Context: an optimization exercise on an open-source flow, tuned for small area and a short achievable clock period. The choices shown serve that exercise and are no tape-out recipe.
Only simulation tests tie the RTL to the original design; equivalence was not proved.
No driver is modelled on the clock port, so clocking that relies on it looks cheaper here than on a real chip.
No activity file was given, so power comes from the tool's default toggle rates.

==> run a: inputs <==
Design booth_mul_top, start of the top module:
module booth_mul_top(clk, A, B, m, ov);
	input clk;
	input [15:0] A, B;
	output reg [30:0] m;
	output reg ov;
	reg [15:0] a_q, b_q;
	wire [30:0] m_w;
	wire ov_w;
	BoothMUL mul(.A(a_q), .B(b_q), .m(m_w), .ov(ov_w));
	always @(posedge clk) begin
		a_q <= A;
		b_q <= B;
		m <= m_w;
		ov <= ov_w;
	end
endmodule
==> flow/config.mk <==
export PLATFORM = sky130hd
export DESIGN_NAME = booth_mul_top
export DESIGN_NICKNAME = booth_mul_top
export VERILOG_FILES = /design/flow/design.v
export SDC_FILE = /design/flow/constraint.sdc
export NUM_CORES = 4
export LEC_CHECK = 0
export ABC_AREA = 1
export CAP_MARGIN = 20
export CORE_MARGIN = 2
export CORE_UTILIZATION = 50
export CTS_BUF_LIST = sky130_fd_sc_hd__clkbuf_8
export HOLD_SLACK_MARGIN = 0.05
export SLEW_MARGIN = 80
export SYNTH_HIERARCHICAL = 1
export SYNTH_MINIMUM_KEEP_SIZE = 0
==> flow/constraint.sdc <==
create_clock -name core_clock -period 12.2 [get_ports {clk}]
set_input_delay 2.4400 -clock core_clock [delete_from_list [all_inputs] [get_ports {clk}]]
set_output_delay 2.4400 -clock core_clock [all_outputs]
set_load 0.01 [all_outputs]
standard.sh (not shown) runs the stock make flow with config.mk's settings and CLKGATE_MAP_FILE= SYNTH_SCRIPT=/design/flow/synth_recipe.tcl, a recipe that flattens the netlist after the stock synthesis.
==> flow/flow/run.sh <==
#!/bin/bash
# The standard layout (standard.sh, unchanged synthesis) with two changes:
# - the port buffers use sky130_fd_sc_hd__buf_1 (every port still gets one);
# - after clock tree synthesis, flow/skew.tcl delays the clock of the output
#   registers m and ov whose data paths are long, by a short chain of clock
#   delay cells (useful skew for the register-to-register path through the
#   multiplier); flow/skew_cells.txt sets the chains.
export BUFFER_PORTS_ARGS="-buffer_cell sky130_fd_sc_hd__buf_1"
export POST_CTS_TCL="$PWD/flow/skew.tcl"
export SKEW_FILE="$PWD/flow/skew_cells.txt"
bash standard.sh > standard.log 2>&1
==> flow/flow/skew.tcl <==
set f [open $::env(SKEW_FILE)]
set lines [split [string trim [read $f]] "\n"]
close $f
set max_slack [lindex $lines 0]
set tiers [lrange $lines 1 end]
set_propagated_clock [all_clocks]
estimate_parasitics -placement
set groups [dict create]
foreach c [all_registers -cells] {
  set name [get_full_name $c]
  if {![regexp {^(m\[[0-9]+\]|ov)\$} $name]} { continue }
  set d [get_pins $name/D]
  set smax [get_property $d slack_max]
  set smin [get_property $d slack_min]
  set tier -1
  if {$smax < $max_slack} {
    for {set t 0} {$t < [llength $tiers]} {incr t} {
      if {$smin > [lindex [lindex $tiers $t] 0]} { set tier $t; break }
    }
  }
  puts "skew: $name setup slack $smax hold slack $smin tier $tier"
  if {$tier < 0} { continue }
  set net [get_full_name [get_nets -of_objects [get_pins $name/CLK]]]
  dict lappend groups "$net $tier" "$name/CLK"
}
set k 0
dict for {key pins} $groups {
  lassign $key netname tier
  puts "skew: net $netname tier $tier drives [llength $pins] output registers"
  set cur $netname
  foreach cell [split [lindex [lindex $tiers $tier] 1] ","] {
    insert_buffer -buffer_cell $cell -net [get_nets $cur] -load_pins [get_pins $pins] -buffer_name "skew_buf_$k"
    incr k
    set cur [get_full_name [get_nets -of_objects [get_pins [lindex $pins 0]]]]
  }
}
detailed_placement
check_placement -verbose
estimate_parasitics -placement
report_clock_skew
report_checks -path_delay max -digits 3
report_checks -path_delay min -digits 3
==> flow/flow/skew_cells.txt <==
8.3
0.9 sky130_fd_sc_hd__clkdlybuf4s50_1,sky130_fd_sc_hd__clkdlybuf4s25_1,sky130_fd_sc_hd__clkbuf_4
==> run b: changes against run a <==
==> flow/flow/run.sh (replaced) <==
#!/bin/bash
# The standard layout (standard.sh, unchanged synthesis) with two changes:
# - the port buffers use sky130_fd_sc_hd__buf_1 (every port still gets one);
# - after clock tree synthesis, flow/skew.tcl delays the clock of the output
#   registers m and ov whose data paths are long, by a short chain of clock
#   delay cells (useful skew for the register-to-register path through the
#   multiplier).
export BUFFER_PORTS_ARGS="-buffer_cell sky130_fd_sc_hd__buf_1"
export POST_CTS_TCL="$PWD/flow/skew.tcl"
bash standard.sh > standard.log 2>&1
==> flow/flow/skew.tcl (replaced) <==
# POST_CTS_TCL hook: useful skew for the register-to-register path through
# the multiplier. The clock of the output registers (m, ov) whose data paths
# are long is delayed by a short chain of clock delay cells, so that the path
# a_q/b_q -> m gets more time. The output ports, which m and ov drive, lose the
# same time. The delay is chosen to balance the two: the worst slack of the
# internal paths and of the output ports come out about equal. A register
# whose shortest path is short (small hold slack) gets a shorter chain.
# Every cell added is a clock buffer or delay cell on the clock net; the
# registers themselves are untouched.
set_propagated_clock [all_clocks]
estimate_parasitics -placement

set P "sky130_fd_sc_hd__"
# chains and their approximate added delay (ns), shortest first
set chains [list \
  [list 0.33 [list ${P}clkdlybuf4s18_1 ${P}clkbuf_4]] \
  [list 0.38 [list ${P}clkdlybuf4s25_1 ${P}clkbuf_4]] \
  [list 0.58 [list ${P}clkdlybuf4s50_1 ${P}clkbuf_4]] \
  [list 0.82 [list ${P}clkdlybuf4s50_1 ${P}clkdlybuf4s18_1 ${P}clkbuf_4]] \
  [list 0.87 [list ${P}clkdlybuf4s50_1 ${P}clkdlybuf4s25_1 ${P}clkbuf_4]] \
  [list 1.10 [list ${P}clkdlybuf4s50_1 ${P}clkdlybuf4s50_1 ${P}clkbuf_4]] \
  [list 1.39 [list ${P}clkdlybuf4s50_1 ${P}clkdlybuf4s50_1 ${P}clkdlybuf4s25_1 ${P}clkbuf_4]] \
]

proc worst {args} {
  set p [find_timing_paths {*}$args -path_delay max]
  return [get_property [lindex $p 0] slack]
}
set s_out [worst -to [all_outputs]]
set s_in [worst -from [all_inputs]]
puts "skew: before: output slack $s_out input slack $s_in"

set regs {}
foreach c [all_registers -cells] {
  set name [get_full_name $c]
  if {![regexp {^(m\[[0-9]+\]|ov)\$} $name]} { continue }
  set d [get_pins $name/D]
  lappend regs [list $name [get_property $d slack_max] [get_property $d slack_min]]
}
set s_int 1e9
foreach r $regs { if {[lindex $r 1] < $s_int} { set s_int [lindex $r 1] } }
puts "skew: before: internal slack $s_int"

set best -1
set best_ws -1e9
for {set i 0} {$i < [llength $chains]} {incr i} {
  set dly [lindex [lindex $chains $i] 0]
  set ws [expr {$s_out - $dly}]
  foreach r $regs {
    lassign $r name smax smin
    # registers that gain nothing keep their clock
    if {$smax >= $s_out - $dly} { continue }
    set ws [expr {min($ws, $smax + $dly)}]
  }
  puts "skew: chain $i (+$dly ns) predicted worst slack $ws"
  if {$ws > $best_ws} { set best_ws $ws; set best $i }
}
set dly [lindex [lindex $chains $best] 0]
puts "skew: using chain $best (+$dly ns)"

set groups [dict create]
foreach r $regs {
  lassign $r name smax smin
  if {$smax >= $s_out - $dly} { continue }
  # longest chain up to the chosen one that the hold slack allows
  set tier -1
  for {set i $best} {$i >= 0} {incr i -1} {
    if {[lindex [lindex $chains $i] 0] < $smin + 0.1} { set tier $i; break }
  }
  puts "skew: $name setup slack $smax hold slack $smin chain $tier"
  if {$tier < 0} { continue }
  set net [get_full_name [get_nets -of_objects [get_pins $name/CLK]]]
  dict lappend groups "$net $tier" "$name/CLK"
}
set k 0
dict for {key pins} $groups {
  lassign $key netname tier
  puts "skew: net $netname chain $tier drives [llength $pins] output registers"
  set cur $netname
  foreach cell [lindex [lindex $chains $tier] 1] {
    insert_buffer -buffer_cell $cell -net [get_nets $cur] -load_pins [get_pins $pins] -buffer_name "skew_buf_$k"
    incr k
    set cur [get_full_name [get_nets -of_objects [get_pins [lindex $pins 0]]]]
  }
}
detailed_placement
check_placement -verbose
estimate_parasitics -placement
puts "skew: after: output slack [worst -to [all_outputs]] internal slack [worst -from [all_registers -clock_pins] -to [all_registers -data_pins]]"
report_clock_skew
report_checks -path_delay min -digits 3
--- a/flow/config.mk
+++ b/flow/config.mk
@@ -11,6 +11,6 @@
 export CORE_UTILIZATION = 50
 export CTS_BUF_LIST = sky130_fd_sc_hd__clkbuf_8
 export HOLD_SLACK_MARGIN = 0.05
-export SLEW_MARGIN = 80
+export SLEW_MARGIN = 70
 export SYNTH_HIERARCHICAL = 1
 export SYNTH_MINIMUM_KEEP_SIZE = 0
removed: flow/flow/skew_cells.txt
==> comparison <==
Run b ran to the end with no violations. Run a finished clean.
Between run b and run a, the lower routed wire length is in run b (gap 1.5%, measured against run a).
Between run b and run a, the lower final area is in run b (gap about 3%, measured against run a).
In run a the clock skew is higher than in run b, by 85 ps.
Of run a and run b, run a has the higher total power (gap 1.2%, measured against run b).
In critical path depth, run a and run b do not differ.
Sequential power is about the same in run a and run b.
==> figures <==
| item | run a | run b |
|---|---|---|
| Outcome | timing/DRC/antenna clean | timing/DRC/antenna clean |
| Headroom to the max-slew limit | 0.806 | 0.731 |
| Worst hold slack | 95.8 ps | 181 ps |
| Total placed cells including tap cells | 1089 | 1080 |
| Share of cell area taken by multi-input logic gates | 0.692 | 0.697 |
| Met1 track demand over resource | 0.305 | 0.285 |
| Maximum operating frequency | 238 MHz | 243 MHz |
| Ratio of layout area to synthesized area | 1.116x | 1.084x |
| Share of power burned in combinational logic | 0.771 | 0.776 |
| Pin count of the biggest net entering global routing | 19 | 22 |
| Clock transition at the registers of the reported paths | 90 ps | 100 ps |
| Final instance area | 0.00847 mm2 | 0.00822 mm2 |
| Vias after detailed routing | 6188 | 6136 |
| Met3 usage in global routing | 0.0461 | 0.0599 |

-- port drivers added, routing unchanged --
No port has a modelled driver above. Below, the same layouts with a new extraction and two added sets of constraints.
Step 1 sets driving cells, clkbuf_16 on the clock port and buf_2 on the other inputs (assumed; they add their load-dependent delay and slew).
Step 2, shift: input delay + t, output delay - t, t = (earliest + latest rising clock arrival at the registers) / 2. This alone moves slack from input paths to output paths.
Slacks: no drivers / after step 1 / after step 2; pairs: no drivers / after step 1.
run	t, ns	slack for setup (ns)	hold slack, ns	worst setup path after step 2	clock arrival spread, ns
run a	0.864	8.002 / 7.964 / 8.042	0.096 / 0.096 / 0.096	register to register	0.905 / 0.905
run b	0.807	8.081 / 8.044 / 8.110	0.181 / 0.181 / 0.181	register to register	0.835 / 0.836
Clock arrivals are far apart in run a and run b, so t is only a midpoint there and step 2 fits no single register.
